Background: an optimization exercise with open tools, aiming at small area. Do not read the settings as production practice. Where RTL was checked, it was by simulation tests only, not by an equivalence proof against the original. Only the layout flow was run in runs 6 and 7; the RTL was not checked for function there. Power figures rest on the tool's default switching activity, not on a simulated workload.

**flow/design.v**
```verilog
module rst_cipher(
   input clk
  ,input rst_n
  ,input ptxt_valid
  ,input [11:0][7:0] key
  ,input [7:0] ptxt_char
  ,output [15:0] ctxt_str
  ,output reg ctxt_ready
  ,output reg err_invalid_ptxt_char
  ,output reg err_invalid_key
  ,output reg key_not_installed
);
  function automatic valid_char(input [7:0] c);
    valid_char = !c[7] && (c[6] ? (c[4:0] != 5'd0 && c[4:0] <= 5'd26)
                                : (c[5] && c[4] && c[3:0] <= 4'd9));
  endfunction
  function automatic [5:0] enc(input [7:0] c);
    enc[5] = c[6] ? c[5] : (c[3] ? c[0] : c[2]);
    enc[4] = c[4];
    enc[3] = c[3] | !c[6];
    enc[2] = c[6] ? c[2] : !c[3];
    enc[1] = c[1] | (!c[6] & c[3]);
    enc[0] = c[0] | (!c[6] & c[3]);
  endfunction
  function automatic [5:0] rowcol(input [5:0] k);
    case (k)
      6'd16: rowcol = 6'b001010;
      6'd17: rowcol = 6'b001100;
      6'd18: rowcol = 6'b001001;
      6'd19: rowcol = 6'b001110;
      6'd20: rowcol = 6'b110000;
      6'd21: rowcol = 6'b110101;
      6'd22: rowcol = 6'b110010;
      6'd23: rowcol = 6'b110100;
      6'd24: rowcol = 6'b110001;
      6'd25: rowcol = 6'b110110;
      6'd33: rowcol = 6'b000000;
      6'd34: rowcol = 6'b000101;
      6'd35: rowcol = 6'b000010;
      6'd36: rowcol = 6'b000100;
      6'd37: rowcol = 6'b000001;
      6'd38: rowcol = 6'b000110;
      6'd39: rowcol = 6'b101000;
      6'd40: rowcol = 6'b101101;
      6'd41: rowcol = 6'b101010;
      6'd42: rowcol = 6'b101100;
      6'd43: rowcol = 6'b101001;
      6'd44: rowcol = 6'b101110;
      6'd45: rowcol = 6'b010000;
      6'd46: rowcol = 6'b010101;
      6'd47: rowcol = 6'b010010;
      6'd48: rowcol = 6'b010100;
      6'd49: rowcol = 6'b010001;
      6'd50: rowcol = 6'b010110;
      6'd51: rowcol = 6'b100000;
      6'd52: rowcol = 6'b100101;
      6'd53: rowcol = 6'b100010;
      6'd54: rowcol = 6'b100100;
      6'd55: rowcol = 6'b100001;
      6'd56: rowcol = 6'b100110;
      6'd57: rowcol = 6'b001000;
      6'd58: rowcol = 6'b001101;
      default: rowcol = 6'd0;
    endcase
  endfunction
  wire [11:0] kval;
  wire [11:0][5:0] kc;
  wire [65:0][1:0] differ;
  genvar gi, gj;
  generate
    for (gi = 0; gi < 12; gi = gi + 1) begin : g_val
      assign kval[gi] = valid_char(key[gi]);
      assign kc[gi] = enc(key[gi]);
    end
    for (gi = 0; gi < 12; gi = gi + 1) begin : g_a
      for (gj = gi + 1; gj < 12; gj = gj + 1) begin : g_b
        char_eq u_eq (
          .a(kc[gi]), .an(~kc[gi]), .b(kc[gj]), .bn(~kc[gj]),
          .ne(differ[gi * (23 - gi) / 2 + gj - gi - 1])
        );
      end
    end
  endgenerate
  reg distinct;
  integer p;
  always @(*) begin
    distinct = 1'b1;
    for (p = 0; p < 66; p = p + 1)
      distinct = distinct & (|differ[p]);
  end
  wire kv = (&kval) & distinct;
  wire pv = valid_char(ptxt_char);
  reg installed;
  reg rot2;                
  reg [1:0] rot3;          
  reg [5:0][5:0] trow;     
  reg [5:0][5:0] tcol;     
  reg [2:0] crow, ccol;    
  wire sub = pv & ptxt_valid & installed;
  wire [5:0] rc = rowcol({ptxt_char[6], ptxt_char[4:0]});
  always @(posedge clk or negedge rst_n)
    if (!rst_n) begin
      ctxt_ready <= 1'b0;
      err_invalid_key <= 1'b0;
      err_invalid_ptxt_char <= 1'b0;
      key_not_installed <= 1'b1;
      installed <= 1'b0;
      rot2 <= 1'b0;
      rot3 <= 2'd0;
    end else begin
      ctxt_ready <= sub;
      err_invalid_key <= !kv;
      err_invalid_ptxt_char <= !pv;
      key_not_installed <= !installed;
      if (kv) installed <= 1'b1;
      if (sub) begin
        rot2 <= !rot2;
        rot3 <= {rot3[0], !rot3[0] & !rot3[1]};
      end
    end
  always @(posedge clk) begin
    if (!installed) begin
      trow <= {kc[5], kc[7], kc[3], kc[9], kc[1], kc[11]};
      tcol <= {kc[4], kc[6], kc[2], kc[8], kc[0], kc[10]};
    end
    crow <= rc[5:3];
    ccol <= rc[2:0];
  end
  ctxt_out u_out (
    .trow(trow), .tcol(tcol), .crow(crow), .ccol(ccol), .rot2(rot2), .rot3(rot3),
    .rdy(ctxt_ready),
    .ctxt_str(ctxt_str)
  );
endmodule
module char_eq (
   input [5:0] a
  ,input [5:0] an
  ,input [5:0] b
  ,input [5:0] bn
  ,output [1:0] ne
);
  wire [5:0] same = ~((a | b) & (an | bn));
  assign ne = {~&same[5:3], ~&same[2:0]};
endmodule
module ctxt_out (
   input [5:0][5:0] trow
  ,input [5:0][5:0] tcol
  ,input [2:0] crow
  ,input [2:0] ccol
  ,input rot2
  ,input [1:0] rot3
  ,input rdy
  ,output [15:0] ctxt_str
);
  function automatic [1:0] sub3(input [1:0] a, input [1:0] b);
    case ({a, b})
      4'b0000, 4'b0101, 4'b1010: sub3 = 2'd0;
      4'b0100, 4'b1001, 4'b0010: sub3 = 2'd1;
      default:                   sub3 = 2'd2;
    endcase
  endfunction
  function automatic [5:0] lines(input [2:0] a, input k2, input [1:0] k3,
                                 input en);
    reg e;
    reg [1:0] s;
    integer p;
    e = a[2] ^ k2;
    s = sub3(a[1:0], k3);
    for (p = 0; p < 6; p = p + 1)
      lines[p] = en & (e != p[0]) & (s == (p % 3 + 2) % 3);
  endfunction
  function automatic [5:0] sel(input [5:0][5:0] t, input [5:0] l);
    integer i;
    sel = 6'd0;
    for (i = 0; i < 6; i = i + 1)
      sel = sel | (t[i] & {6{l[i]}});
  endfunction
  function automatic [7:0] dec(input [5:0] e);
    reg dig, dig8;
    dig  = e[4] & e[3] & (e[2] | (e[1] & e[0]));
    dig8 = dig & !e[2];
    dec[7] = 1'b0;
    dec[6] = !dig & (e != 6'd0);
    dec[5] = dig | e[5];
    dec[4] = e[4];
    dec[3] = dig ? !e[2] : e[3];
    dec[2] = e[2] & (!dig | e[5]);
    dec[1] = e[1] & !dig8;
    dec[0] = dig8 ? e[5] : e[0];
  endfunction
  assign ctxt_str = {dec(sel(trow, lines(crow, rot2, rot3, rdy))), dec(sel(tcol, lines(ccol, rot2, rot3, rdy)))};
endmodule
```
**flow/flow/run.sh**
```bash
#!/bin/bash
# Layout flow: the standard ORFS flow with two changes:
#  - synthesis maps with an area-oriented ABC script (flow/abc.script)
#  - port buffers are sky130_fd_sc_hd__buf_1 cells
#  - clock tree: small clock buffers, no dummy loads
set -uo pipefail
W=$(pwd)
export MY_ABC_SCRIPT=$W/flow/abc.script
export CTS_ARGS="-sink_clustering_enable -repair_clock_nets -dont_use_dummy_load -buf_list sky130_fd_sc_hd__clkbuf_4 -root_buf sky130_fd_sc_hd__clkbuf_8"
make -C "$FLOW_HOME" DESIGN_CONFIG="$FLOW_CONFIG" WORK_HOME="$W/orfs" \
  CLKGATE_MAP_FILE= SYNTH_SCRIPT="$W/flow/synth.tcl" \
  BUFFER_PORTS_ARGS="-buffer_cell sky130_fd_sc_hd__buf_1" \
  finish > "$W/make.log" 2>&1
status=$?
R=$W/orfs/results/$FLOW_PLATFORM/rst_cipher/base
if [[ -f $R/6_final.odb ]]; then
  : # left out here: write the final layout as DEF
fi
exit $status
```
**flow/flow/abc.script**
```
&get -n
&st
&dch -f
&nf -a -R 1000 -C 32
&put
topo
```
**flow/flow/synth.tcl**
```tcl
# The standard flow's synthesis (synth_recipe.tcl), except that technology mapping runs
# the ABC script in MY_ABC_SCRIPT (area-oriented, no buffering or sizing)
proc synth {args} { yosys synth -nofsm -noshare {*}$args }
proc abc {args} {
  set i [lsearch -exact $args -script]
  if {$i >= 0 && [info exists ::env(MY_ABC_SCRIPT)]} {
    lset args [expr {$i + 1}] $::env(MY_ABC_SCRIPT)
  }
  puts "abc with: $args"
  yosys abc {*}$args
}
source $::env(SCRIPTS_DIR)/synth.tcl
# left out here: clear keep_hierarchy, flatten, clean up, hide names made inside functions, write 1_2_yosys.v
```
**flow/standard.sh**
```bash
#!/bin/bash
# synth_recipe.tcl (not shown) runs the flow's synth.tcl, then flattens the netlist and writes it again
# the make line also repeats each setting of config.mk as NAME=value (left out here)
make -C /OpenROAD-flow-scripts/flow DESIGN_CONFIG=/design/flow/config.mk WORK_HOME=/design/flow/orfs CLKGATE_MAP_FILE= SYNTH_SCRIPT=/design/flow/synth_recipe.tcl "${@:-finish}"
```
**flow/config.mk**
```make
export PLATFORM = sky130hd
export DESIGN_NAME = rst_cipher
export DESIGN_NICKNAME = rst_cipher
export VERILOG_FILES = /design/flow/design.v
export SDC_FILE = /design/flow/constraint.sdc
export NUM_CORES = 4
export LEC_CHECK = 0
export CAP_MARGIN = 20
export CORE_MARGIN = 2
export CORE_UTILIZATION = 35
export GPL_TIMING_DRIVEN = 0
export SLEW_MARGIN = 20
export SYNTH_HIERARCHICAL = 1
export SYNTH_MINIMUM_KEEP_SIZE = 0
```
**flow/constraint.sdc**
```tcl
create_clock -name core_clock -period 6.0 [get_ports {clk}]
set_input_delay 1.2000 -clock core_clock [delete_from_list [all_inputs] [get_ports {clk}]]
set_output_delay 1.2000 -clock core_clock [all_outputs]
set_load 0.01 [all_outputs]
```
==> results.ini, run 1 <==
[synth]
yosysWarnings=8
synthMostInstantiatedCell=o22ai_1
syn_inst=1135
synth-main-ff-cell=edfxtp_1
syn_area_per_cell_um2=7.46
yosysTopAreaCell=o22ai_1
synth_cell_type_count=39
ys_seq_area_frac=0.293
ys_ff_latch=86
synth_edf_count=72
synth_top_area_frac=0.317
yosys-top-cells-count=o22ai_1, nand3_1, clkinv_1
syn-cell-area_mm2=0.00847
async_flop_share=0.0930
yosys-top-cells-area=o22ai_1, edfxtp_1, nand3_1

[clock_tree]
insertion_delay_ps=350
clk_pin_slew_ps=70
cts_tree=built
h-tree-depth=3
clock-sinks=86
root_buffer=clkbuf_8
cts_setup_buffers=0
cts_inserted_buffers=9
clockBufferDepth=2
ctsResizeCount=0
ctsHoldBuffers=0

[final_layout]
final_nets=1383
drive_gt1_frac=0.0110
design_area_mm2=0.00947
synthToLayoutAreaGrowth_pct=11.9
postLayoutCoreUtil=0.401
diodes=0

[sta]
hold_violations=0
fmax_mhz=207
fin_crit_ps=4840
tightest_slew_ps=1220
finalSetupViolCount=0
grt_setup_unrepaired=false
fin_worst_skew_ps=16.3
drv_slew=0
fin_crit_sh=0.807
slew_headroom=0.186
tns_ps=0

[global_route]
grtUsageTotal=0.318
grt_pass1_vias=10500
antenna_found_initial=0
grt_pass1_wl_mm=63.4
overflow=0
grt_max_degree=75

[placement]
dp_hpwl_mm=29.1
numPortBuffers=124
placement.cell_area_mm2=0.00935
routabilityCongestion=1.00

[pwr]
peakVddDrop_uv=110
power-per-cell-area_mw_per_mm2=198
fin_total_pwr_w=0.00187
p_leak_nw=2.66

[worst_setup_path]
critical_path.max_fanout=9
endpoint_kind=primary output
worstPathArrival_ps=3640
timing.reg2reg.setup_slack_ps=4620
reg2reg_depth=1
start_kind=register
cp.required_ps=4800
path_class=reg -> out
timing.rr.end=tcol[8]$_DFFE_PN_
reg2reg_from=installed$_DFFE_PN0P_

[worst_hold_path]
whs_path_depth=1
hold_path_class=reg -> reg
hold_end=rot2$_DFFE_PN0P_
holdCritStartpoint=rot2$_DFFE_PN0P_

[die]
die-width_um=160
initial_core_util=0.359
rows=56
io_pins=127
core_region_area_mm2=0.0236
die-area_mm2=0.0255
die_h_um=160

[drt]
drc=0
ant_nets=0
vias_per_cell=7.39
wl_per_cell_um=26.7
dr.pass1.iters=9
wirelength_mm=42.5
num_vias=11700
drt_iter0_drc=2633

[outcome]
outcome=complete, no violations

[flow_run]
maxCapViolations=0

## kinds of logic after synthesis
group           Yosys count  synth area share
other cells               1          0.000443
xor+xnor                  3           0.00310
fa+ha+maj                 4           0.00591
flops                    86             0.293
simple gates            365             0.212
compound gates          580             0.441
buf+inv                  96            0.0434
## per-module statistics from Yosys (local to each module, per instance)
module      copies in the design  cells inside
char_eq                       66             8
ctxt_out                       1           116
rst_cipher                     1           491
## critical path, cell delays in order (launching register included)
cell and delay [ps]:
dfrtp_1 480, nand2b_1 220, nor3_1 70, nor3_1 480, nor2_1 240, a222oi_1 390, nand2_1 90, a221oi_1 480
clkinv_1 130, nand2_1 110, or2_0 180, nor2_1 80, nand2_1 60, and2_0 120, buf_1 150
## where the power goes
part / switching [W] / total, W / internal, W / leakage, nW
registers: 0.0000209 / 0.000684 / 0.000663 / 0.794
clock network: 0.000176 / 0.000311 / 0.000134 / 0.0647
logic: 0.000615 / 0.000879 / 0.000264 / 1.80
## flip-flops by register name, summed over array words and instances (netlist names)
| register | count |
|---|---|
| crow | 3 |
| rot3 | 2 |
| err_invalid_ptxt_char | 1 |
| trow | 36 |
| ctxt_ready | 1 |
| key_not_installed | 1 |
| err_invalid_key | 1 |
| tcol | 36 |
| ccol | 3 |
| installed | 1 |
| rot2 | 1 |
## worst max path at each step
stage | endpoint | from | slack (ps) | depth (start not counted)
floorplan | ctxt_str[0] | rot3[0]$_DFFE_PN0P_ | 2370 | 13
global placement | installed$_DFFE_PN0P_ | key[30] | 1110 | 12
detailed placement | installed$_DFFE_PN0P_ | key[78] | 1290 | 12
CTS | ctxt_str[0] | rot3[0]$_DFFE_PN0P_ | 1130 | 14
global route | ctxt_str[0] | rot3[1]$_DFFE_PN0P_ | 910 | 14
finish | ctxt_str[0] | rot3[0]$_DFFE_PN0P_ | 1160 | 14
## cells in the final DEF (no fill, tap or decap), types with 13 or more instances in the layout
master | synthesis | routed
a21oi_1 | 14 | 14
a222oi_1 | 21 | 21
buf_1 | 0 | 124
clkinv_1 | 94 | 93
edfxtp_1 | 72 | 72
nand2_1 | 59 | 59
nand2b_1 | 30 | 30
nand3_1 | 135 | 135
nor2_1 | 57 | 57
nor2b_1 | 16 | 16
nor3_1 | 22 | 22
nor4_1 | 13 | 13
o211ai_1 | 25 | 25
o21ai_0 | 47 | 47
o22ai_1 | 429 | 429
or2_0 | 28 | 27
## layer usage
metal	routed length [um]	vias up	GRT usage
li1	-	5035	-
met1	16500	5365	0.449
met2	17000	1115	0.451
met3	6260	233	0.0654
met4	2740	0	0.174
met5	0	-	0
## area by class of cell
type                    count  area [um^2]
flip-flops and latches     86         2480
well taps                 319          399
inverters                  94          358
fillers                  2535        14100
repair buffers            125          473
plain buffers               2         15.0
multi-input cells         954         5620
clock buffers               9          124
## metrics by stage
step                      hold slack (ps)  std cells  worst slack (ps)
after global placement                522       1579              1110
final                                 537       1589              1160
after CTS                             540       1589              1130
after global routing                  547       1589               907
after detailed placement              530       1580              1290
after floorplan                       499       1136              2370
==> run 2: changes to the inputs <==
==> flow/flow/abc.script (replaced) <==
&get -n
&st
&dch -f
&nf -a -R 1000
&put
topo
--- a/flow/config.mk
+++ b/flow/config.mk
@@ -7,7 +7,7 @@
 export LEC_CHECK = 0
 export CAP_MARGIN = 20
 export CORE_MARGIN = 2
-export CORE_UTILIZATION = 35
+export CORE_UTILIZATION = 50
 export GPL_TIMING_DRIVEN = 0
 export SLEW_MARGIN = 20
 export SYNTH_HIERARCHICAL = 1
==> run 2 against run 1 <==
- global-route usage is 12 points higher
- total power down 0.38%
- core utilization is 16 points higher
- critical path depth shrank 1
- sequential share of layout area is 0.34 points higher
- critical endpoint is now installed$_DFFE_PN0P_
- setup slack got worse by 9.4 ps
- still clean
- fmax fell by 0.19%
- register-to-register slack gained 30 ps
- sequential power hardly changed
- flip-flop and latch count unchanged
- cell count fell by 6.1%
- via count rose by 0.24%
- critical path type is now in -> reg
==> results.ini, run 2 <==
[synth]
synthMostInstantiatedCell=o22ai_1
ys_seq_area_frac=0.293  ; -0.000303
yosys-top-cells-area=o22ai_1, edfxtp_1, nand3_1
synth-main-ff-cell=edfxtp_1
yosysTopAreaCell=o22ai_1
syn_inst=1137  ; +0.18%
synth_edf_count=72  ; unchanged
ys_ff_latch=86  ; unchanged
syn-cell-area_mm2=0.00848  ; +0.10%
yosys-top-cells-count=o22ai_1, nand3_1, clkinv_1
yosysWarnings=8  ; unchanged
syn_area_per_cell_um2=7.45  ; about the same
async_flop_share=0.0930  ; unchanged
synth_cell_type_count=39  ; unchanged
synth_top_area_frac=0.317  ; +0.000411

[clock_tree]
root_buffer=clkbuf_8
cts_inserted_buffers=9  ; unchanged
cts_tree=built
insertion_delay_ps=360  ; about the same
cts_setup_buffers=0  ; unchanged
ctsResizeCount=0  ; unchanged
clk_pin_slew_ps=70  ; about the same
ctsHoldBuffers=0  ; unchanged
h-tree-depth=3  ; unchanged
clock-sinks=86  ; unchanged
clockBufferDepth=2  ; unchanged

[worst_setup_path]
start_kind=input port
endpoint_kind=register
reg2reg_depth=1  ; unchanged
cp.required_ps=6260  ; +1460 ps
worstPathArrival_ps=5110  ; +1470 ps
critical_path.max_fanout=13  ; +4
path_class=in -> reg

[drt]
drc=0  ; unchanged
num_vias=11800  ; +0.24%
vias_per_cell=7.89  ; +6.8%
dr.pass1.iters=10  ; +1
ant_nets=0  ; unchanged
wl_per_cell_um=27.4  ; +2.6%
wirelength_mm=40.9  ; -3.7%
drt_iter0_drc=2287  ; -13%

[final_layout]
final_nets=1384  ; +0.072%
multi_input_area_mm2=0.00564  ; +0.29%
seqCellArea_mm2=0.00248  ; unchanged
most-common-layout-cells=o22ai_1, nand3_1, buf_1, clkinv_1
final_common_cell=o22ai_1
drive_gt1_frac=0.0102  ; -0.000795
synthToLayoutAreaGrowth_pct=10.3
top_regs=tcol: 36 flops, trow: 36 flops
fillers=1648  ; -35%

[die]
io_pins=127  ; unchanged
die-width_um=134  ; -16%
initial_core_util=0.511  ; +0.153
die_h_um=134  ; -16%
core_region_area_mm2=0.0166  ; -30%
die-area_mm2=0.0180  ; -29%
rows=47  ; -16%

[sta]
fin_crit_sh=0.808  ; +0.00158
grt_setup_unrepaired=false
fin_hold_ws_ps=539  ; +1.48 ps
slew_headroom=0.167  ; -0.0186
fin_crit_ps=4850  ; +9.45 ps
tns_ps=0  ; unchanged
finalSetupViolCount=0  ; unchanged
hold_violations=0  ; unchanged
tightest_slew_ps=1250  ; +27.9 ps
fin_worst_skew_ps=23.7  ; +7.36 ps
fmax_mhz=206  ; -0.19%
drv_slew=0  ; unchanged

[global_route]
antenna_found_initial=1  ; +1
overflow=0  ; unchanged
grt_max_degree=75  ; unchanged
grt_pass1_vias=10300  ; -2.0%
grt_pass1_wl_mm=61.1  ; -3.6%
grtUsageTotal=0.441  ; +0.123

[pwr]
peakVddDrop_uv=108  ; -1.5%
power-per-cell-area_mw_per_mm2=200  ; +0.90%
p_leak_nw=2.63  ; -1.0%

[placement]
routabilityCongestion=1.01  ; +0.47%
numPortBuffers=124  ; unchanged
dp_hpwl_mm=27.1  ; -7.1%

[outcome]
outcome=complete, no violations

[flow_run]
maxCapViolations=0  ; unchanged

[worst_hold_path]
whs_path_depth=1  ; unchanged
hold_path_class=reg -> reg

run 2: cell types whose count changed after synthesis, moves of 2 or more:
| cell | previous run | this run |
|---|---|---|
| a221oi_1 | 6 | 1 |
| a22oi_1 | 0 | 5 |
| nor2_1 | 57 | 72 |
| or2_0 | 28 | 26 |
| nand2_1 | 59 | 43 |
| and2_0 | 2 | 7 |
| nand4_1 | 2 | 6 |
| o21ai_0 | 47 | 50 |
| nor4_1 | 13 | 6 |
| clkinv_1 | 94 | 92 |
| a31oi_1 | 1 | 4 |
run 2: area by class of cell:
| type | count | area share |
|---|---|---|
| Antenna cell | 1 | 0.000268 |
| Buffer | 2 | 0.00161 |
| Clock buffer | 9 | 0.0132 |
| Inverter | 92 | 0.0375 |
| Multi-Input combinational cell | 958 | 0.603 |
| Sequential cell | 86 | 0.266 |
| Tap cell | 220 | 0.0294 |
| Timing Repair Buffer | 124 | 0.0498 |
run 2: kinds of logic after synthesis:
kind of cell               count (synthesis)  synth area share
xor gates and xnor gates                   3           0.00310
AOI/OAI and AO/OA                        584             0.442
and+or+nand+nor                          365             0.213
adders and majority gates                  4           0.00591
other                                      1          0.000442
buffers and inverters                     94            0.0425
DFF                                       86             0.293
run 2: worst paths after layout:
path	from	endpoint	slack, ps
max	key[78]	installed$_DFFE_PN0P_	1150
min	rot2$_DFFE_PN0P_	rot2$_DFFE_PN0P_	540
max reg2reg	installed$_DFFE_PN0P_	tcol[5]$_DFFE_PN_	4650
min reg2reg	rot2$_DFFE_PN0P_	rot2$_DFFE_PN0P_	540
max in group asynchronous	rst_n	key_not_installed$_DFF_PN1_	4900
min in group asynchronous	rst_n	ctxt_ready$_DFF_PN0_	760
run 2: per-module statistics from Yosys, one instance, submodules excluded:
module | cells inside | times used | flops+latches
rst_cipher | 503 | 1 | 86
char_eq | 8 | 66 | 0
ctxt_out | 106 | 1 | 0
run 2: critical path, cell delays in order:
cell       delay [ps]
buf_1             240
nor2b_1           100
or2_0             590
clkinv_1          430
o22ai_1           140
nand3_1           250
o22ai_1           150
nor4_1            270
nand3_1           220
a2111oi_0         810
and4_1            430
nand4_1           160
nand2_1           110
run 2: per-layer routing:
layer	routed length, um	vias up	global-route usage
met4	3080	0	0.255
met2	16200	1177	0.609
li1	-	5032	-
met5	0	-	0
met1	15300	5314	0.613
met3	6340	253	0.124
run 2: power breakdown:
group	total, W	switching (W)	internal (W)
combinational	0.000871	0.000606	0.000265
sequential	0.000684	0.0000207	0.000663
clock	0.000312	0.000177	0.000134
run 2: metrics by stage:
| step | cell area, um^2 | setup slack (ps) | power (W) | std cells | util |
|---|---|---|---|---|---|
| floorplan | 8480 | 2470 | 0.00123 | 1138 | - |
| global placement | 9220 | 982 | 0.00150 | 1482 | 0.556 |
| detailed placement | 9230 | 1170 | 0.00151 | 1482 | 0.556 |
| CTS | 9350 | 1390 | 0.00182 | 1491 | 0.564 |
| global route | 9350 | 964 | 0.00194 | 1491 | 0.564 |
| finish | 9350 | 1150 | 0.00187 | 1492 | 0.564 |
==> run 3: changes to the inputs <==
--- a/flow/flow/run.sh
+++ b/flow/flow/run.sh
@@ -1,5 +1,5 @@
 #!/bin/bash
-# Layout flow: the standard ORFS flow with two changes:
+# Layout flow: the standard ORFS flow with these changes:
 #  - synthesis maps with an area-oriented ABC script (flow/abc.script)
 #  - port buffers are sky130_fd_sc_hd__buf_1 cells
 #  - clock tree: small clock buffers, no dummy loads
==> flow/flow/abc.script (replaced) <==
&get -n
&st
&deepsyn -T 20
&dch -f
&nf -a -R 1000
&put
topo
--- a/flow/config.mk
+++ b/flow/config.mk
@@ -7,7 +7,7 @@
 export LEC_CHECK = 0
 export CAP_MARGIN = 20
 export CORE_MARGIN = 2
-export CORE_UTILIZATION = 50
+export CORE_UTILIZATION = 35
 export GPL_TIMING_DRIVEN = 0
 export SLEW_MARGIN = 20
 export SYNTH_HIERARCHICAL = 1
==> run 3 against run 2 <==
- global-route usage down 13 points
- clock power hardly changed
- still clean
- flip-flop and latch count unchanged
- critical endpoint unchanged
- core utilization fell by 16 points
- non-clock buffer count is 4 higher
- worst hold slack improved by 5.3 ps
- die area rose by 41%
- design area is 1.1% higher
==> results.ini, run 3 <==
[synth]
yosys-top-cells-count=o22ai_1, nand3_1, clkinv_1
ys_seq_area_frac=0.295  ; +0.00187
syn_area_per_cell_um2=7.53  ; +0.96%
syn-cell-area_mm2=0.00842  ; -0.63%
yosysTopAreaCell=o22ai_1
yosysWarnings=8  ; unchanged
async_flop_share=0.0930  ; unchanged
synth-main-ff-cell=edfxtp_1
synth_edf_count=72  ; unchanged
ys_ff_latch=86  ; unchanged
syn_inst=1119  ; -1.6%
yosys-top-cells-area=o22ai_1, edfxtp_1, nand3_1
synth_top_area_frac=0.314  ; -0.00317
synth_cell_type_count=38  ; -2.6%
synthMostInstantiatedCell=o22ai_1

[worst_setup_path]
path_class=in -> reg
critical_path.max_fanout=13  ; unchanged
endpoint_kind=register
worstPathArrival_ps=4660  ; -450 ps
cp.required_ps=6270  ; about the same
critical-path-max-stage-delay_ps=750  ; -60 ps
cp_num_buf_inv=2  ; unchanged
cpMaxStageDelayCell=nor4_1
crit_family=simple AND/OR/NAND/NOR gates
start_kind=input port
worstPathCellList=buf_1 > nor2b_1 > or2_1 > clkinv_1 > o22ai_1 > nand3_1 > o22a_1 > o221ai_1 > nor3_1 > nand4_1 > nor4_1 > nand4_1 > nand2_1
crit_path_frequent_cell=nand4_1

[final_layout]
drive_gt1_frac=0.0135  ; +0.00330
most-common-layout-cells=o22ai_1, nand3_1, buf_1, clkinv_1, edfxtp_1
final_common_cell=o22ai_1
synthToLayoutAreaGrowth_pct=12.3
top_regs=tcol: 36 flops, trow: 36 flops
final_nets=1370  ; -1.0%

[clock_tree]
cts_inserted_buffers=9  ; unchanged
clock-sinks=86  ; unchanged
cts_tree=built
h-tree-depth=3  ; unchanged
clockBufferDepth=2  ; unchanged
clk_pin_slew_ps=80  ; about the same
cts_setup_buffers=0  ; unchanged
root_buffer=clkbuf_8
insertion_delay_ps=350  ; about the same
ctsResizeCount=0  ; unchanged
ctsHoldBuffers=0  ; unchanged

[drt]
wl_per_cell_um=26.7  ; -2.4%
wirelength_mm=42.2  ; +3.1%
vias_per_cell=7.40  ; -6.2%
ant_nets=0  ; unchanged
dr.pass1.iters=9  ; -1
num_vias=11700  ; -0.85%
drc=0  ; unchanged
drt_iter0_drc=2193  ; -4.1%

[sta]
fin_crit_ps=4390  ; -462 ps
fin_hold_ws_ps=544  ; +5.28 ps
fmax_mhz=228  ; +11%
grt_setup_unrepaired=false
tns_ps=0  ; unchanged
hold_violations=0  ; unchanged
drv_slew=0  ; unchanged
worst_slack_ps=1610  ; +462 ps
fin_worst_skew_ps=26.2  ; +2.50 ps
finalSetupViolCount=0  ; unchanged
slew_headroom=0.228  ; +0.0605
tightest_slew_ps=1160  ; -90.8 ps
fin_crit_sh=0.731  ; -0.0770

[global_route]
grt_max_degree=75  ; unchanged
overflow=0  ; unchanged
grt_pass1_wl_mm=62.5  ; +2.2%
antenna_found_initial=0  ; -1
grtUsageTotal=0.316  ; -0.125
grt_pass1_vias=10400  ; +1.4%

[die]
die-area_mm2=0.0253  ; +41%
core_region_area_mm2=0.0235  ; +42%
io_pins=127  ; unchanged
initial_core_util=0.358  ; -0.153
die_h_um=159  ; +19%
rows=56  ; +19%
die-width_um=159  ; +19%

[outcome]
outcome=complete, no violations

[pwr]
power-per-cell-area_mw_per_mm2=196  ; -1.6%
fin_total_pwr_w=0.00186  ; -0.54%
peakVddDrop_uv=91.4  ; -16%
p_leak_nw=2.61  ; -0.67%

[worst_hold_path]
hold_path_class=reg -> reg

[placement]
routabilityCongestion=1.02  ; +0.93%
dp_slack_ps=1370  ; +206 ps
numPortBuffers=124  ; unchanged
dp_hpwl_mm=28.7  ; +6.0%

[flow_run]
maxCapViolations=0  ; unchanged

[run 3: cell count changes after synthesis, sizes merged, moves of 9 or more]
| cell | delta |
|---|---|
| nor2 | -27 |
| nand3 | +16 |
| a22oi | +22 |
| mux2i | +9 |
| o211ai | -11 |
| nor3 | -12 |
| a222oi | -15 |
[run 3: layout make-up]
type / instances / area, um^2
fillers: 2567 / 14100
well taps: 319 / 399
clock buffers: 9 / 124
diodes: 1 / 2.50
plain buffers: 2 / 15.0
flip-flops and latches: 86 / 2480
repair buffers: 128 / 499
multi-input cells: 940 / 5580
inverters: 92 / 350
[run 3: Yosys stat by module, one instance, submodules excluded]
module	copies in the design	cells	flops+latches
rst_cipher	1	478	86
ctxt_out	1	113	0
char_eq	66	8	0
[run 3: routing by layer]
layer  wire length (um)  track usage  share of wire
met5                  0            0              0
met4               3050        0.189          0.072
met3               6190       0.0901           0.15
met2              16700        0.450           0.40
met1              16200        0.423           0.38
[run 3: worst paths after layout]
| check | end | slack (ps) | start | depth (start not counted) |
|---|---|---|---|---|
| hold / removal | rot2$_DFFE_PN0P_ | 540 | rot2$_DFFE_PN0P_ | 1 |
| max in group asynchronous | key_not_installed$_DFF_PN1_ | 4940 | rst_n | 1 |
| min in group asynchronous | err_invalid_key$_DFF_PN0_ | 740 | rst_n | 1 |
| setup / recovery | installed$_DFFE_PN0P_ | 1610 | key[62] | 13 |
| setup reg to reg | tcol[16]$_DFFE_PN_ | 4620 | installed$_DFFE_PN0P_ | 1 |
| hold reg to reg | rot2$_DFFE_PN0P_ | 540 | rot2$_DFFE_PN0P_ | 1 |
[run 3: cell families (layout without fill, tap and decap cells)]
family,count (synthesis),in the layout,synth area share
fa+ha+maj,4,4,0.00594
flops,86,86,0.295
compound gates,577,577,0.436
buf+inv,94,231,0.0428
simple gates,345,345,0.206
other cells,1,3,0.000445
xor+xnor,3,3,0.00312
mux,9,9,0.0107
[run 3: power by group]
part           leakage, nW  total (W)  internal, W  switching [W]
Combinational         1.75   0.000861     0.000260       0.000601
Sequential           0.795   0.000684     0.000663      0.0000210
Clock               0.0647   0.000311     0.000134       0.000177
[run 3: stage by stage]
| stage | cell area [um^2] | utilization | std cells |
|---|---|---|---|
| 6_report | 9460 | 0.402 | 1577 |
| 4_1_cts | 9450 | 0.402 | 1576 |
| 2_1_floorplan | 8430 | - | 1120 |
| 5_1_grt | 9450 | 0.402 | 1576 |
| 3_3_place_gp | 9290 | 0.395 | 1563 |
| 3_5_place_dp | 9330 | 0.396 | 1567 |
==> run 4: changes to the inputs <==
==> flow/flow/run.sh (replaced) <==
#!/bin/bash
# Layout flow: the standard ORFS flow with two changes:
#  - synthesis maps with an area-oriented ABC script (flow/abc.script)
#  - port buffers are sky130_fd_sc_hd__buf_1 cells
#  - clock tree: small clock buffers, no dummy loads
set -uo pipefail
W=$(pwd)
export MY_ABC_SCRIPT=$W/flow/abc.script
export CTS_ARGS="-sink_clustering_enable -repair_clock_nets -dont_use_dummy_load -buf_list sky130_fd_sc_hd__clkbuf_8 -root_buf sky130_fd_sc_hd__clkbuf_8 -sink_clustering_size 24 -sink_clustering_max_diameter 120"
make -C "$FLOW_HOME" DESIGN_CONFIG="$FLOW_CONFIG" WORK_HOME="$W/orfs" \
  CLKGATE_MAP_FILE= SYNTH_SCRIPT="$W/flow/synth.tcl" \
  BUFFER_PORTS_ARGS="-buffer_cell sky130_fd_sc_hd__buf_1" \
  finish > "$W/make.log" 2>&1
status=$?
R=$W/orfs/results/$FLOW_PLATFORM/rst_cipher/base
if [[ -f $R/6_final.odb ]]; then
  : # left out here: write the final layout as DEF
fi
exit $status
==> flow/flow/abc.script (replaced) <==
&get -n
&st
&dch -f
&nf -a -R 1000
&put
topo
==> run 4 against run 3 <==
- largest power group unchanged
- count of clock-buffer cells in the layout is the same
- flip-flop and latch count is the same
- global-route usage grew 1.4 points
- largest cell class unchanged
- critical endpoint unchanged
- die area grew 0.62%
==> results.ini, run 4 <==
[drt]
ant_nets=0  ; unchanged
wl_per_cell_um=27.5  ; +3.0%
drt_iter0_drc=2525  ; +15%
num_vias=11700  ; +0.43%
drc=0  ; unchanged
vias_per_cell=7.37  ; -0.46%
wirelength_mm=43.8  ; +3.9%
dr.pass1.iters=9  ; unchanged

[final_layout]
drive_gt1_frac=0.0110  ; -0.00251
design_area_mm2=0.00948  ; +0.22%
final_common_cell=o22ai_1
final_nets=1384  ; +1.0%
top_regs=tcol: 36 flops, trow: 36 flops
most-common-layout-cells=o22ai_1, nand3_1, buf_1, clkinv_1
synthToLayoutAreaGrowth_pct=11.8

[clock_tree]
clock-sinks=86  ; unchanged
cts_inserted_buffers=9  ; unchanged
ctsResizeCount=0  ; unchanged
cts_tree=built
clk_pin_slew_ps=80  ; about the same
h-tree-depth=3  ; unchanged
root_buffer=clkbuf_8
cts_setup_buffers=0  ; unchanged
insertion_delay_ps=370  ; +20 ps
clockBufferDepth=2  ; unchanged
ctsHoldBuffers=0  ; unchanged

[sta]
slew_headroom=0.161  ; -0.0666
tns_ps=0  ; unchanged
fin_worst_skew_ps=33.5  ; +7.30 ps
fin_crit_ps=5100  ; +715 ps
finalSetupViolCount=0  ; unchanged
hold_violations=0  ; unchanged
worst_slack_ps=898  ; -715 ps
grt_setup_unrepaired=false
tightest_slew_ps=1260  ; +99.9 ps
fmax_mhz=196  ; -14%
drv_slew=0  ; unchanged
fin_hold_ws_ps=546  ; +1.56 ps
fin_crit_sh=0.850  ; +0.119

[pwr]
fin_total_pwr_w=0.00188  ; +1.2%
peakVddDrop_uv=137  ; +50%
power-per-cell-area_mw_per_mm2=198  ; +0.99%
p_leak_nw=2.63  ; +0.89%

[placement]
dp_hpwl_mm=29.4  ; +2.5%
placement.cell_area_mm2=0.00935  ; +0.21%
routabilityCongestion=1.04  ; +1.8%
numPortBuffers=124  ; unchanged
dp_slack_ps=820  ; -552 ps

[synth]
yosysTopAreaCell=o22ai_1
synth_edf_count=72  ; unchanged
async_flop_share=0.0930  ; unchanged
syn-cell-area_mm2=0.00848  ; +0.64%
synth_cell_type_count=39  ; +2.6%
ys_ff_latch=86  ; unchanged
yosys-top-cells-area=o22ai_1, edfxtp_1, nand3_1
yosys-top-cells-count=o22ai_1, nand3_1, clkinv_1
synth-main-ff-cell=edfxtp_1
synth_top_area_frac=0.317  ; +0.00317
yosysWarnings=8  ; unchanged
synthMostInstantiatedCell=o22ai_1
syn_inst=1137  ; +1.6%
ys_seq_area_frac=0.293  ; -0.00187
syn_area_per_cell_um2=7.45  ; -0.95%

[die]
die_h_um=160  ; +0.31%
core_region_area_mm2=0.0236  ; +0.30%
io_pins=127  ; unchanged
die-area_mm2=0.0255  ; +0.62%
initial_core_util=0.359  ; +0.00122
rows=56  ; unchanged
die-width_um=160  ; +0.31%

[global_route]
grt_pass1_vias=10400  ; +0.067%
overflow=0  ; unchanged
grtUsageTotal=0.330  ; +0.0145
grt_pass1_wl_mm=65.1  ; +4.1%
grt_max_degree=75  ; unchanged
antenna_found_initial=0  ; unchanged

[outcome]
outcome=complete, no violations

[worst_hold_path]
hold_path_class=reg -> reg

[worst_setup_path]
path_class=in -> reg
critical_path.max_fanout=13  ; unchanged
endpoint_kind=register
start_kind=input port
cp.required_ps=6260  ; about the same
worstPathArrival_ps=5360  ; +700 ps

[flow_run]
maxCapViolations=0  ; unchanged

==> run 4: cell count changes in the layout (fill, tap and decap cells not counted), sizes merged, moves of 9 or more <==
| cell | delta |
|---|---|
| a222oi | +15 |
| a22oi | -22 |
| mux2i | -9 |
| nand3 | -16 |
| nor2 | +27 |
| nor3 | +12 |
| o211ai | +11 |
==> run 4: power by group <==
part	total (W)	switching, W	internal, W
Sequential	0.000684	0.0000206	0.000663
Combinational	0.000882	0.000617	0.000265
Clock	0.000313	0.000179	0.000134
Total	0.00188	0.000816	0.00106
==> run 4: logic make-up (layout without fill, tap and decap cells) <==
group,Yosys count,after routing,share of synthesized area
and+or+nand+nor,365,365,0.213
AOI/OAI and AO/OA,584,584,0.442
buffers and inverters,94,227,0.0425
xor gates and xnor gates,3,3,0.00310
adders and majority gates,4,4,0.00591
other,1,3,0.000442
DFF,86,86,0.293
==> run 4: Yosys stat by module, one instance, submodules excluded <==
module / flops+latches / copies in the design / area, um^2
ctxt_out: 0 / 1 / 652
rst_cipher: 86 / 1 / 4690
char_eq: 0 / 66 / 47.5
==> run 4: worst max-delay path: stages <==
cell and delay, ps:
buf_1 230, nor2b_1 90, or2_0 660, clkinv_1 510, o22ai_1 120, nand3_1 150
o22ai_1 90, nor4_1 460, nand3_1 230, a2111oi_0 920, and4_1 450, nand4_1 160
nand2_1 100
==> run 4: routing by layer <==
metal  wire [um]  up-vias  GRT usage
met5           0        -          0
met4        2930        0      0.183
met3        6290      208     0.0930
met2       17400     1072      0.455
met1       17200     5427      0.461
li1            -     5019          -
==> run 4: final cells by class <==
class	count	area (um^2)
Fill cell	2528	14100
Clock buffer	9	124
Timing Repair Buffer	124	467
Tap cell	319	399
Sequential cell	86	2480
Antenna cell	1	2.50
Inverter	92	350
Multi-Input combinational cell	958	5640
Buffer	2	15.0
==> run 4: final timing paths <==
kind	cells past startpoint	to	startpoint	slack, ps
max	13	installed$_DFFE_PN0P_	key[62]	900
min	1	rot2$_DFFE_PN0P_	rot2$_DFFE_PN0P_	550
max reg2reg	1	tcol[30]$_DFFE_PN_	installed$_DFFE_PN0P_	4630
min reg2reg	1	rot2$_DFFE_PN0P_	rot2$_DFFE_PN0P_	550
max in group asynchronous	1	key_not_installed$_DFF_PN1_	rst_n	4950
min in group asynchronous	1	rot3[0]$_DFFE_PN0P_	rst_n	730
==> run 4: per-stage QoR <==
stage / instances / utilization
2_1_floorplan: 1138 / -
4_1_cts: 1590 / 0.401
3_3_place_gp: 1581 / 0.396
6_report: 1591 / 0.401
5_1_grt: 1590 / 0.401
3_5_place_dp: 1581 / 0.396
==> run 5: changes to the inputs <==
--- a/flow/flow/run.sh
+++ b/flow/flow/run.sh
@@ -6,7 +6,7 @@
 set -uo pipefail
 W=$(pwd)
 export MY_ABC_SCRIPT=$W/flow/abc.script
-export CTS_ARGS="-sink_clustering_enable -repair_clock_nets -dont_use_dummy_load -buf_list sky130_fd_sc_hd__clkbuf_8 -root_buf sky130_fd_sc_hd__clkbuf_8 -sink_clustering_size 24 -sink_clustering_max_diameter 120"
+export CTS_ARGS="-sink_clustering_enable -sink_clustering_size 10 -sink_clustering_max_diameter 40 -dont_use_dummy_load -buf_list sky130_fd_sc_hd__clkbuf_4 -root_buf sky130_fd_sc_hd__clkbuf_8"
 make -C "$FLOW_HOME" DESIGN_CONFIG="$FLOW_CONFIG" WORK_HOME="$W/orfs" \
   CLKGATE_MAP_FILE= SYNTH_SCRIPT="$W/flow/synth.tcl" \
   BUFFER_PORTS_ARGS="-buffer_cell sky130_fd_sc_hd__buf_1" \
==> run 5 against run 4 <==
- total power unchanged
- worst hold slack unchanged
- highest routed layer unchanged
- design area unchanged
- first-iteration DRC count unchanged
- routed wire length unchanged
- fmax unchanged
- largest power group unchanged
- area after synthesis unchanged
- critical path depth unchanged
- via count unchanged
- die area unchanged
- flip-flop and latch count unchanged
- clock skew unchanged
- largest cell class unchanged
==> results.ini, run 5 <==
[synth]
synthMostInstantiatedCell=o22ai_1
yosysWarnings=8  ; unchanged
yosysTopAreaCell=o22ai_1
synth_cell_type_count=39  ; unchanged
syn-cell-area_mm2=0.00848  ; unchanged
ys_ff_latch=86  ; unchanged
synth_edf_count=72  ; unchanged
yosys-top-cells-area=o22ai_1, edfxtp_1, nand3_1
synth_top_area_frac=0.317  ; unchanged
synth-main-ff-cell=edfxtp_1
syn_inst=1137  ; unchanged
ys_seq_area_frac=0.293  ; unchanged
syn_area_per_cell_um2=7.45  ; unchanged
async_flop_share=0.0930  ; unchanged
yosys-top-cells-count=o22ai_1, nand3_1, clkinv_1

[die]
initial_core_util=0.359  ; unchanged
die-area_mm2=0.0255  ; unchanged
die-width_um=160  ; unchanged
core_region_area_mm2=0.0236  ; unchanged
rows=56  ; unchanged
die_h_um=160  ; unchanged
io_pins=127  ; unchanged

[sta]
finalSetupViolCount=0  ; unchanged
fin_worst_skew_ps=33.5  ; unchanged
fin_crit_ps=5100  ; unchanged
hold_violations=0  ; unchanged
tns_ps=0  ; unchanged
fin_crit_sh=0.850  ; unchanged
fin_hold_ws_ps=546  ; unchanged
tightest_slew_ps=1260  ; unchanged
drv_slew=0  ; unchanged
slew_headroom=0.161  ; unchanged
grt_setup_unrepaired=false
fmax_mhz=196  ; unchanged

[final_layout]
top_regs=tcol: 36 flops, trow: 36 flops
most-common-layout-cells=o22ai_1, nand3_1, buf_1, clkinv_1
synthToLayoutAreaGrowth_pct=11.8  ; unchanged
drive_gt1_frac=0.0110  ; unchanged
final_common_cell=o22ai_1
final_nets=1384  ; unchanged
instances_no_fill=1591  ; unchanged

[drt]
dr.pass1.iters=9  ; unchanged
wirelength_mm=43.8  ; unchanged
drc=0  ; unchanged
num_vias=11700  ; unchanged
drt_iter0_drc=2525  ; unchanged
wl_per_cell_um=27.5  ; unchanged
ant_nets=0  ; unchanged
vias_per_cell=7.37  ; unchanged

[worst_setup_path]
timing.rr.end=tcol[30]$_DFFE_PN_
worstPathArrival_ps=5360  ; about the same
critPathLaunch=key[62]
endpoint_kind=register
timing.reg2reg.setup_slack_ps=4630  ; about the same
reg2reg_depth=1  ; unchanged
critPathCapture=installed$_DFFE_PN0P_
start_kind=input port
reg2reg_from=installed$_DFFE_PN0P_
cp.required_ps=6260  ; about the same
critical_path.max_fanout=13  ; unchanged
path_class=in -> reg

[outcome]
outcome=complete, no violations

[pwr]
power-per-cell-area_mw_per_mm2=198  ; unchanged
fin_total_pwr_w=0.00188  ; unchanged
p_leak_nw=2.63  ; unchanged
peakVddDrop_uv=137  ; unchanged

[global_route]
grt_use_met3=0.0930  ; unchanged
busiest_layer=met1
grt_max_degree=75  ; unchanged
overflow=0  ; unchanged
grt_use_met2=0.455  ; unchanged
antenna_found_initial=0  ; unchanged
grtUsageTotal=0.330  ; unchanged
grt_pass1_wl_mm=65.1  ; unchanged
grt_pass1_vias=10400  ; unchanged
use_met1=0.461  ; unchanged

[clock_tree]
ctsHoldBuffers=0  ; unchanged
clk_pin_slew_ps=80  ; about the same
h-tree-depth=3  ; unchanged
ctsResizeCount=0  ; unchanged
cts_tree=built
insertion_delay_ps=370  ; about the same
clock-sinks=86  ; unchanged
clockBufferDepth=2  ; unchanged
root_buffer=clkbuf_8
cts_inserted_buffers=9  ; unchanged
cts_setup_buffers=0  ; unchanged

[placement]
dp_hpwl_mm=29.4  ; unchanged
routabilityCongestion=1.04  ; unchanged
numPortBuffers=124  ; unchanged
dp_cells=1581  ; unchanged

[flow_run]
maxCapViolations=0  ; unchanged

[worst_hold_path]
hold_path_class=reg -> reg

## run 5: cell counts in the layout (fill, tap and decap cells not counted)
No cell type changed its count.
## run 5: worst max-delay path: stages
cell       delay (ps)
buf_1             230
nor2b_1            90
or2_0             660
clkinv_1          510
o22ai_1           120
nand3_1           150
o22ai_1            90
nor4_1            460
nand3_1           230
a2111oi_0         920
and4_1            450
nand4_1           160
nand2_1           100
## run 5: worst min-delay path by stage
stage,start,slack (ps),end,cells past startpoint
after floorplan,rot2$_DFFE_PN0P_,500,rot2$_DFFE_PN0P_,1
after global placement,rot2$_DFFE_PN0P_,530,rot2$_DFFE_PN0P_,1
after detailed placement,rot2$_DFFE_PN0P_,540,rot2$_DFFE_PN0P_,1
after CTS,rot2$_DFFE_PN0P_,550,rot2$_DFFE_PN0P_,1
after global routing,rot2$_DFFE_PN0P_,590,rot2$_DFFE_PN0P_,1
final,rot2$_DFFE_PN0P_,550,rot2$_DFFE_PN0P_,1
## run 5: power breakdown
| group | internal [W] | switching (W) | leakage (nW) |
|---|---|---|---|
| logic | 0.000265 | 0.000617 | 1.78 |
| registers | 0.000663 | 0.0000206 | 0.794 |
| clock network | 0.000134 | 0.000179 | 0.0647 |
| total | 0.00106 | 0.000816 | 2.63 |
## run 5: Yosys stat by module (local to each module, per instance)
module	flip-flops and latches	copies in the design	area, um^2	cells
ctxt_out	0	1	652	106
rst_cipher	86	1	4690	503
char_eq	0	66	47.5	8
## run 5: logic make-up (layout without fill, tap and decap cells)
family / Yosys count / count (layout) / synth area share
DFF: 86 / 86 / 0.293
and+or+nand+nor: 365 / 365 / 0.213
adders and majority gates: 4 / 4 / 0.00591
buffers and inverters: 94 / 227 / 0.0425
xor gates and xnor gates: 3 / 3 / 0.00310
other: 1 / 3 / 0.000442
AOI/OAI and AO/OA: 584 / 584 / 0.442
## run 5: area by class of cell
class	instances	area, um^2
antenna	1	2.50
buffer	2	15.0
clock buffer	9	124
fill	2528	14100
inverter	92	350
multi-input combinational	958	5640
sequential	86	2480
tap	319	399
timing repair buffer	124	467
## run 5: through the flow
step	setup slack, ps	utilization	instance area (um^2)
floorplan	2470	-	8480
global placement	743	0.396	9340
detailed placement	820	0.396	9350
CTS	1170	0.401	9470
global route	904	0.401	9470
finish	898	0.401	9480
## run 5: routing by layer
metal,vias up,wire (um)
met3,208,6290
met4,0,2930
met1,5427,17200
met5,-,0
met2,1072,17400
li1,5019,-
==> run 6: changes to the inputs <==
--- a/flow/design.v
+++ b/flow/design.v
@@ -15,12 +15,12 @@
                                 : (c[5] && c[4] && c[3:0] <= 4'd9));
   endfunction
   function automatic [5:0] enc(input [7:0] c);
-    enc[5] = c[6] ? c[5] : (c[3] ? c[0] : c[2]);
-    enc[4] = c[4];
-    enc[3] = c[3] | !c[6];
-    enc[2] = c[6] ? c[2] : !c[3];
-    enc[1] = c[1] | (!c[6] & c[3]);
-    enc[0] = c[0] | (!c[6] & c[3]);
+    enc[5] = c[4];
+    enc[4] = !c[3] & c[6];
+    enc[3] = c[6] ? c[0] : !c[1];
+    enc[2] = c[6] ? c[1] : !c[2];
+    enc[1] = c[6] ? c[2] : !c[3];
+    enc[0] = c[6] ? c[5] : c[0];
   endfunction
   function automatic [5:0] rowcol(input [5:0] k);
     case (k)
@@ -65,12 +65,14 @@
   endfunction
   wire [11:0] kval;
   wire [11:0][5:0] kc;
+  wire [11:0][5:0] ks;     
   wire [65:0][1:0] differ;
   genvar gi, gj;
   generate
     for (gi = 0; gi < 12; gi = gi + 1) begin : g_val
       assign kval[gi] = valid_char(key[gi]);
       assign kc[gi] = enc(key[gi]);
+      assign ks[gi] = kc[gi] ^ 6'b010000;
     end
     for (gi = 0; gi < 12; gi = gi + 1) begin : g_a
       for (gj = gi + 1; gj < 12; gj = gj + 1) begin : g_b
@@ -120,8 +122,8 @@
     end
   always @(posedge clk) begin
     if (!installed) begin
-      trow <= {kc[5], kc[7], kc[3], kc[9], kc[1], kc[11]};
-      tcol <= {kc[4], kc[6], kc[2], kc[8], kc[0], kc[10]};
+      trow <= {ks[5], ks[7], ks[3], ks[9], ks[1], ks[11]};
+      tcol <= {ks[4], ks[6], ks[2], ks[8], ks[0], ks[10]};
     end
     crow <= rc[5:3];
     ccol <= rc[2:0];
@@ -175,18 +177,12 @@
     for (i = 0; i < 6; i = i + 1)
       sel = sel | (t[i] & {6{l[i]}});
   endfunction
-  function automatic [7:0] dec(input [5:0] e);
-    reg dig, dig8;
-    dig  = e[4] & e[3] & (e[2] | (e[1] & e[0]));
-    dig8 = dig & !e[2];
-    dec[7] = 1'b0;
-    dec[6] = !dig & (e != 6'd0);
-    dec[5] = dig | e[5];
-    dec[4] = e[4];
-    dec[3] = dig ? !e[2] : e[3];
-    dec[2] = e[2] & (!dig | e[5]);
-    dec[1] = e[1] & !dig8;
-    dec[0] = dig8 ? e[5] : e[0];
+  function automatic [7:0] dec(input [5:0] t, input en);
+    reg dig;
+    dig = t[5] & t[4] & (t[1] | (t[2] & t[3]));
+    dec = dig ? {4'b0011, !t[1], !t[2], !t[3], t[0]}
+              : {1'b0, en, t[0], t[5], t[4], t[1], t[2], t[3]};
   endfunction
-  assign ctxt_str = {dec(sel(trow, lines(crow, rot2, rot3, rdy))), dec(sel(tcol, lines(ccol, rot2, rot3, rdy)))};
+  assign ctxt_str = {dec(sel(trow, lines(crow, rot2, rot3, rdy)), rdy),
+                     dec(sel(tcol, lines(ccol, rot2, rot3, rdy)), rdy)};
 endmodule
--- a/flow/flow/run.sh
+++ b/flow/flow/run.sh
@@ -6,7 +6,7 @@
 set -uo pipefail
 W=$(pwd)
 export MY_ABC_SCRIPT=$W/flow/abc.script
-export CTS_ARGS="-sink_clustering_enable -sink_clustering_size 10 -sink_clustering_max_diameter 40 -dont_use_dummy_load -buf_list sky130_fd_sc_hd__clkbuf_4 -root_buf sky130_fd_sc_hd__clkbuf_8"
+export CTS_ARGS="-sink_clustering_enable -repair_clock_nets -dont_use_dummy_load -buf_list sky130_fd_sc_hd__clkbuf_4 -root_buf sky130_fd_sc_hd__clkbuf_8"
 make -C "$FLOW_HOME" DESIGN_CONFIG="$FLOW_CONFIG" WORK_HOME="$W/orfs" \
   CLKGATE_MAP_FILE= SYNTH_SCRIPT="$W/flow/synth.tcl" \
   BUFFER_PORTS_ARGS="-buffer_cell sky130_fd_sc_hd__buf_1" \
==> run 6 against run 5 <==
- clock skew is 10 ps lower
- critical path type unchanged
- critical path depth is 1 lower
- first-iteration DRC count is 9.9% higher
- count of clock-buffer cells in the layout stayed put
- clock power is 3% lower
- flip-flop and latch count stayed put
- routed wire length is 1.2% higher
- total power is 1.3% higher
- fmax is 9.0% higher
- via count is 0.10% higher
- highest routed layer unchanged
- area after synthesis is 2.1% lower
==> results.ini, run 6 <==
[clock_tree]
cts_setup_buffers=0  ; unchanged
ctsResizeCount=0  ; unchanged
clock-sinks=86  ; unchanged
clk_pin_slew_ps=70  ; about the same
root_buffer=clkbuf_8
cts_inserted_buffers=9  ; unchanged
h-tree-depth=3  ; unchanged
cts_tree=built
ctsHoldBuffers=0  ; unchanged
clockBufferDepth=2  ; unchanged
insertion_delay_ps=350  ; -20 ps

[sta]
slew_headroom=0.166  ; +0.00549
finalSetupViolCount=0  ; unchanged
hold_violations=0  ; unchanged
fmax_mhz=214  ; +9.0%
fin_crit_ps=4680  ; -423 ps
grt_setup_unrepaired=false
fin_worst_skew_ps=23.3  ; -10.2 ps
tns_ps=0  ; unchanged
drv_slew=0  ; unchanged
fin_hold_ws_ps=526  ; -19.7 ps
tightest_slew_ps=1250  ; -8.23 ps
fin_crit_sh=0.780  ; -0.0706

[worst_setup_path]
start_kind=input port
critical_path.max_fanout=13  ; unchanged
endpoint_kind=register
worstPathArrival_ps=4930  ; -430 ps
path_class=in -> reg
reg2reg_from=installed$_DFFE_PN0P_
reg2reg_depth=1  ; unchanged
timing.rr.end=trow[19]$_DFFE_PN_
timing.reg2reg.setup_slack_ps=4630  ; about the same
cp.required_ps=6260  ; about the same

[die]
die_h_um=158  ; -1.0%
initial_core_util=0.355  ; -0.00421
core_region_area_mm2=0.0234  ; -0.89%
die-area_mm2=0.0250  ; -2.0%
rows=56  ; unchanged
io_pins=127  ; unchanged
die-width_um=158  ; -1.0%

[synth]
syn-cell-area_mm2=0.00830  ; -2.1%
syn_area_per_cell_um2=7.43  ; -0.39%
syn_inst=1118  ; -1.7%
ys_seq_area_frac=0.299  ; +0.00614
yosys-top-cells-area=o22ai_1, edfxtp_1, nand3_1
yosysTopAreaCell=o22ai_1
synth_cell_type_count=40  ; +2.6%
synth-main-ff-cell=edfxtp_1
yosysWarnings=8  ; unchanged
synth_top_area_frac=0.323  ; +0.00590
async_flop_share=0.0930  ; unchanged
synth_edf_count=72  ; unchanged
ys_ff_latch=86  ; unchanged
synthMostInstantiatedCell=o22ai_1
yosys-top-cells-count=o22ai_1, nand3_1, clkinv_1

[drt]
ant_nets=0  ; unchanged
num_vias=11700  ; +0.10%
dr.pass1.iters=9  ; unchanged
top_layer=met4
vias_per_cell=7.40  ; +0.35%
dr_wl_met3_mm=6.56  ; +4.2%
wirelength_mm=44.3  ; +1.2%
drc=0  ; unchanged
wl_per_cell_um=27.9  ; +1.4%
drt_iter0_drc=2775  ; +9.9%
met1Wirelength_mm=16.5  ; -3.9%
met2WireLength_mm=17.7  ; +1.9%

[global_route]
grt_max_degree=75  ; unchanged
antenna_found_initial=1  ; +1
grtUsageTotal=0.348  ; +0.0182
overflow=0  ; unchanged
grt_pass1_wl_mm=65.7  ; +0.91%
grt_pass1_vias=10700  ; +2.7%

[outcome]
outcome=complete, no violations

[placement]
routabilityCongestion=1.04  ; +0.23%
numPortBuffers=124  ; unchanged
dp_hpwl_mm=30.5  ; +3.5%

[pwr]
p_leak_nw=2.71  ; +2.8%
peakVddDrop_uv=92.7  ; -32%
power-per-cell-area_mw_per_mm2=200  ; +0.82%

[flow_run]
maxCapViolations=0  ; unchanged

[worst_hold_path]
hold_path_class=reg -> reg
whs_path_depth=1  ; unchanged
holdCritStartpoint=rot2$_DFFE_PN0P_
hold_end=rot2$_DFFE_PN0P_

[final_layout]
synthToLayoutAreaGrowth_pct=14.7
postLayoutCoreUtil=0.407  ; +0.00553
final_nets=1381  ; -0.22%
drive_gt1_frac=0.0426  ; +0.0316
top_regs=tcol: 36 flops, trow: 36 flops
final_common_cell=o22ai_1
most-common-layout-cells=o22ai_1, nand3_1, buf_1, clkinv_1, nor2_1
diodes=0  ; -1

[run 6: cell types whose count changed in the layout (fill, tap and decap cells not counted), sizes merged, moves of 8 or more]
cell | before | now
mux2i | 0 | 12
or2 | 26 | 2
a21oi | 13 | 41
o21a | 12 | 0
o211ai | 25 | 3
nor3 | 23 | 11
nor4 | 6 | 15
nor2b | 15 | 2
o21ai | 50 | 40
nand2b | 30 | 22
buf | 125 | 141
nand2 | 43 | 73
[run 6: critical path, cell delays in order]
cell	delay (ps)
buf_1	360
nand2b_1	700
clkinv_1	550
o22ai_1	150
nand3_1	170
o22ai_1	100
nor2_1	160
nand4_1	110
nor4_1	530
nand4_1	160
or4_1	600
nand2_1	120
[run 6: where the power goes]
part           switching (W)  internal (W)  leakage [nW]
combinational       0.000631      0.000283          1.85
clock               0.000171      0.000134        0.0647
sequential         0.0000214      0.000664         0.794
total               0.000823       0.00108          2.71
[run 6: worst max-delay path by stage]
stage	start	end	cells after the start
detailed placement	key[22]	installed$_DFFE_PN0P_	13
CTS	rot3[0]$_DFFE_PN0P_	ctxt_str[0]	12
global placement	key[78]	installed$_DFFE_PN0P_	12
floorplan	rot3[0]$_DFFE_PN0P_	ctxt_str[0]	11
finish	key[86]	installed$_DFFE_PN0P_	12
global route	rot3[0]$_DFFE_PN0P_	ctxt_str[0]	12
[run 6: final cells by class]
cell class	count	area [um^2]
timing repair buffer	140	598
fill	2471	13900
sequential	86	2480
tap	319	399
buffer	2	15.0
multi-input combinational	944	5570
inverter	87	332
clock buffer	9	124
[run 6: kinds of logic after synthesis]
| kind of cell | after synthesis | synth area share |
|---|---|---|
| xor gates and xnor gates | 3 | 0.00317 |
| AOI/OAI and AO/OA | 569 | 0.434 |
| and+or+nand+nor | 354 | 0.202 |
| adders and majority gates | 4 | 0.00603 |
| buffers and inverters | 89 | 0.0411 |
| DFF | 86 | 0.299 |
| muxes | 12 | 0.0145 |
| other | 1 | 0.000452 |
[run 6: modules after synthesis, one instance, submodules excluded]
module	cell area, um^2	cells inside	flip-flops and latches
char_eq	47.5	8	0
ctxt_out	651	111	0
rst_cipher	4510	479	86
[run 6: metal layers]
metal | vias up | track usage
met3 | 278 | 0.0917
met4 | 0 | 0.236
met5 | - | 0
li1 | 5023 | -
met2 | 1163 | 0.494
met1 | 5274 | 0.461
[run 6: stage by stage]
step	std cells	power (W)	area [um^2]	setup WS, ps
after CTS	1585	0.00186	9480	1390
after global routing	1587	0.00199	9520	959
after global placement	1562	0.00153	9170	381
after floorplan	1119	0.00123	8310	2420
final	1587	0.00190	9520	1320
after detailed placement	1576	0.00156	9360	1080
==> run 7: changes to the inputs <==
==> flow/flow/abc.script (replaced) <==
strash
dc2
dc2
dch -f
map -a
&get -n
&st
&dch -f
&nf -a -R 1000
&put
topo
==> run 7 against run 6 <==
- largest power group unchanged
- core utilization decreased by 0.056 points
- clock power increased by 3%
- area after synthesis increased by 1.2%
- flip-flop and latch count unchanged
- combinational power decreased by 0.7%
- routed wire length increased by 1.5%
- clock skew increased by 6.2 ps
- cell count about the same
- global-route usage decreased by 0.82 points
- synthesized cell count increased by 0.36%
- sequential share of layout area decreased by 0.12 points
- first-iteration DRC count decreased by 2.2%
==> results.ini, run 7 <==
[outcome]
outcome=complete, no violations

[global_route]
grt_pass1_vias=10800  ; +1.1%
grtUsageTotal=0.340  ; -0.00820
overflow=0  ; unchanged
grt_pass1_wl_mm=66.6  ; +1.4%
grt_max_degree=75  ; unchanged
antenna_found_initial=0  ; -1

[worst_setup_path]
worstPathArrival_ps=4840  ; -90 ps
endpoint_kind=register
path_class=in -> reg
crit_family=buffers and inverters
cp.required_ps=6210  ; -50 ps
critical-path-max-stage-delay_ps=900  ; +200 ps
worstPathCellList=buf_1 > mux2i_2 > clkinv_1 > o22ai_1 > nand3_1 > o22a_1 > nand4_1 > nor4_1 > nand3_1 > nor3_1 > nand3_1 > nand2_1
crit_path_frequent_cell=nand3_1
timing.reg2reg.setup_slack_ps=4640  ; about the same
cp_num_buf_inv=2  ; unchanged
start_kind=input port
critical_path.max_fanout=12  ; -1
cpMaxStageDelayCell=mux2i_2

[sta]
fin_worst_skew_ps=29.5  ; +6.21 ps
fmax_mhz=216  ; +1.1%
fin_crit_sh=0.771  ; -0.00840
finalSetupViolCount=0  ; unchanged
hold_violations=0  ; unchanged
worst_slack_ps=1370  ; +50.4 ps
drv_slew=0  ; unchanged
fin_crit_ps=4630  ; -50.4 ps
tightest_slew_ps=1260  ; +6.71 ps
tns_ps=0  ; unchanged
slew_headroom=0.162  ; -0.00447
grt_setup_unrepaired=false

[die]
die-area_mm2=0.0253  ; +1.2%
die-width_um=159  ; +0.60%
io_pins=127  ; unchanged
rows=56  ; unchanged
core_region_area_mm2=0.0235  ; +0.60%
die_h_um=159  ; +0.60%
initial_core_util=0.357  ; +0.00225

[synth]
synth_top_family_by_area=compound AO/OA/AOI/OAI gates
yosys.area_share.simple=0.185  ; -0.0169
synth-main-ff-cell=edfxtp_1
yosys-top-cells-count=o22ai_1, nand3_1, clkinv_1
synth_top_area_frac=0.315  ; -0.00841
ys_ff_latch=86  ; unchanged
synth_cell_type_count=47  ; +18%
yosys-top-cells-area=o22ai_1, edfxtp_1, nand3_1
syn_inst=1122  ; +0.36%
ys_seq_area_frac=0.296  ; -0.00365
syn-cell-area_mm2=0.00840  ; +1.2%
synth_compound_area_frac=0.453  ; +0.0187
synth_xor_area_frac=0.00313  ; -0.0000386
yosysTopAreaCell=o22ai_1
synthMostInstantiatedCell=o22ai_1
synth_fa_ha_area_frac=0.00596  ; -0.0000736
synth_edf_count=72  ; unchanged
yosysWarnings=8  ; unchanged
muxShareOfSynthArea=0.00715  ; -0.00732
syn_area_per_cell_um2=7.49  ; +0.87%
async_flop_share=0.0930  ; unchanged

[final_layout]
most-common-layout-cells=o22ai_1, nand3_1, buf_1, clkinv_1, edfxtp_1
synthToLayoutAreaGrowth_pct=13.8
drive_gt1_frac=0.0316  ; -0.0110
top_regs=tcol: 36 flops, trow: 36 flops
final_common_cell=o22ai_1
final_nets=1380  ; -0.072%
design_area_mm2=0.00957  ; +0.46%
postLayoutCoreUtil=0.406  ; -0.000562

[clock_tree]
clk_pin_slew_ps=70  ; about the same
h-tree-depth=3  ; unchanged
ctsHoldBuffers=0  ; unchanged
insertion_delay_ps=370  ; +20 ps
ctsResizeCount=0  ; unchanged
clock-sinks=86  ; unchanged
cts_tree=built
clockBufferDepth=2  ; unchanged
root_buffer=clkbuf_8
cts_inserted_buffers=9  ; unchanged
cts_setup_buffers=0  ; unchanged

[placement]
dp_slack_ps=1190  ; +104 ps
placement.cell_area_mm2=0.00939  ; +0.37%
routabilityCongestion=0.996  ; -4.1%
numPortBuffers=124  ; unchanged
dp_hpwl_mm=30.5  ; +0.22%

[pwr]
peakVddDrop_uv=91.4  ; -1.4%
power-per-cell-area_mw_per_mm2=199  ; -0.28%
p_leak_nw=2.71  ; +0.29%

[drt]
wirelength_mm=45.0  ; +1.5%
drt_iter0_drc=2715  ; -2.2%
vias_per_cell=7.43  ; +0.42%
wl_per_cell_um=28.3  ; +1.5%
num_vias=11800  ; +0.49%
dr.pass1.iters=7  ; -2
ant_nets=0  ; unchanged
drc=0  ; unchanged

[worst_hold_path]
hold_path_class=reg -> reg

[flow_run]
maxCapViolations=0  ; unchanged

## run 7: cell types whose count changed in the layout (fill, tap and decap cells not counted), moves of 6 or more
cell and change:
nand2_1 -36, clkinv_1 +22, a22oi_1 +21, nand3_1 +12
nor2_1 -12, o21a_1 +10, a21o_1 +9, a222oi_1 -9
o21ai_1 -8, buf_4 -6, o21ai_2 -6, o22a_1 +6
o22ai_1 -6
## run 7: kinds of logic after synthesis
group	after synthesis
xor gates and xnor gates	3
muxes	6
adders and majority gates	4
AOI/OAI and AO/OA	592
buffers and inverters	111
and+or+nand+nor	319
DFF	86
other	1
## run 7: modules after synthesis, one instance, submodules excluded
module / flops+latches / copies in the design / cells
char_eq: 0 / 66 / 8
ctxt_out: 0 / 1 / 114
rst_cipher: 86 / 1 / 480
## run 7: metrics by stage
stage	hold WS [ps]	std cells	power, W
after floorplan	499	1123	0.00123
after global placement	523	1566	0.00153
after detailed placement	528	1575	0.00155
after CTS	543	1584	0.00186
after global routing	559	1586	0.00199
final	536	1588	0.00191
## run 7: power by group
| group | leakage, nW | switching (W) | internal, W |
|---|---|---|---|
| combinational | 1.86 | 0.000629 | 0.000279 |
| sequential | 0.794 | 0.0000210 | 0.000664 |
| clock | 0.0647 | 0.000180 | 0.000134 |
| total | 2.71 | 0.000830 | 0.00108 |
## run 7: worst paths after layout
check,end,cells past startpoint,startpoint
hold / removal,rot2$_DFFE_PN0P_,1,rot2$_DFFE_PN0P_
setup reg to reg,trow[33]$_DFFE_PN_,1,installed$_DFFE_PN0P_
min in group asynchronous,err_invalid_key$_DFF_PN0_,1,rst_n
max in group asynchronous,key_not_installed$_DFF_PN1_,1,rst_n
setup / recovery,installed$_DFFE_PN0P_,12,key[22]
hold reg to reg,rot2$_DFFE_PN0P_,1,rot2$_DFFE_PN0P_
## run 7: layout make-up
| class | count | area (um^2) |
|---|---|---|
| fill | 2487 | 14000 |
| antenna | 2 | 5.00 |
| tap | 319 | 399 |
| inverter | 109 | 414 |
| clock buffer | 9 | 124 |
| buffer | 2 | 15.0 |
| sequential | 86 | 2480 |
| multi-input combinational | 926 | 5560 |
| timing repair buffer | 135 | 568 |
## run 7: per-layer routing
| layer | track usage | share of wire |
|---|---|---|
| met1 | 0.446 | 0.38 |
| met2 | 0.495 | 0.40 |
| met3 | 0.0847 | 0.14 |
| met4 | 0.229 | 0.084 |
| met5 | 0.00379 | 0 |

separate check: timing with driven ports:
The results above use ideal ports. As a check the final layouts listed here were re-extracted and re-timed, cells and wires unchanged. Step 1 assumes that a clkbuf_16 drives the clock port and a buf_2 every other input. Step 2, shift: input delay + t, output delay - t, t = (earliest + latest rising clock arrival at the registers) / 2. This alone moves slack from input paths to output paths. a / b / c = ideal ports / drivers / drivers and shift; a / b = the first two.
run | shift t [ns] | setup slack, ns | worst setup path after step 2 | pins driven straight from the clock port
run 1 | 0.389 | 1.160 / 1.122 / 0.929 | input to register | 1
run 2 | 0.378 | 1.151 / 1.160 / 0.782 | input to register | 1
run 3 | 0.380 | 1.613 / 1.601 / 1.250 | input to register | 1
run 4 | 0.391 | 0.898 / 0.917 / 0.525 | input to register | 1
run 5 | 0.391 | 0.898 / 0.917 / 0.525 | input to register | 1
run 6 | 0.367 | 1.321 / 1.334 / 0.966 | input to register | 1
run 7 | 0.383 | 1.372 / 1.385 / 1.002 | input to register | 1
After both steps every run listed still meets setup and hold.
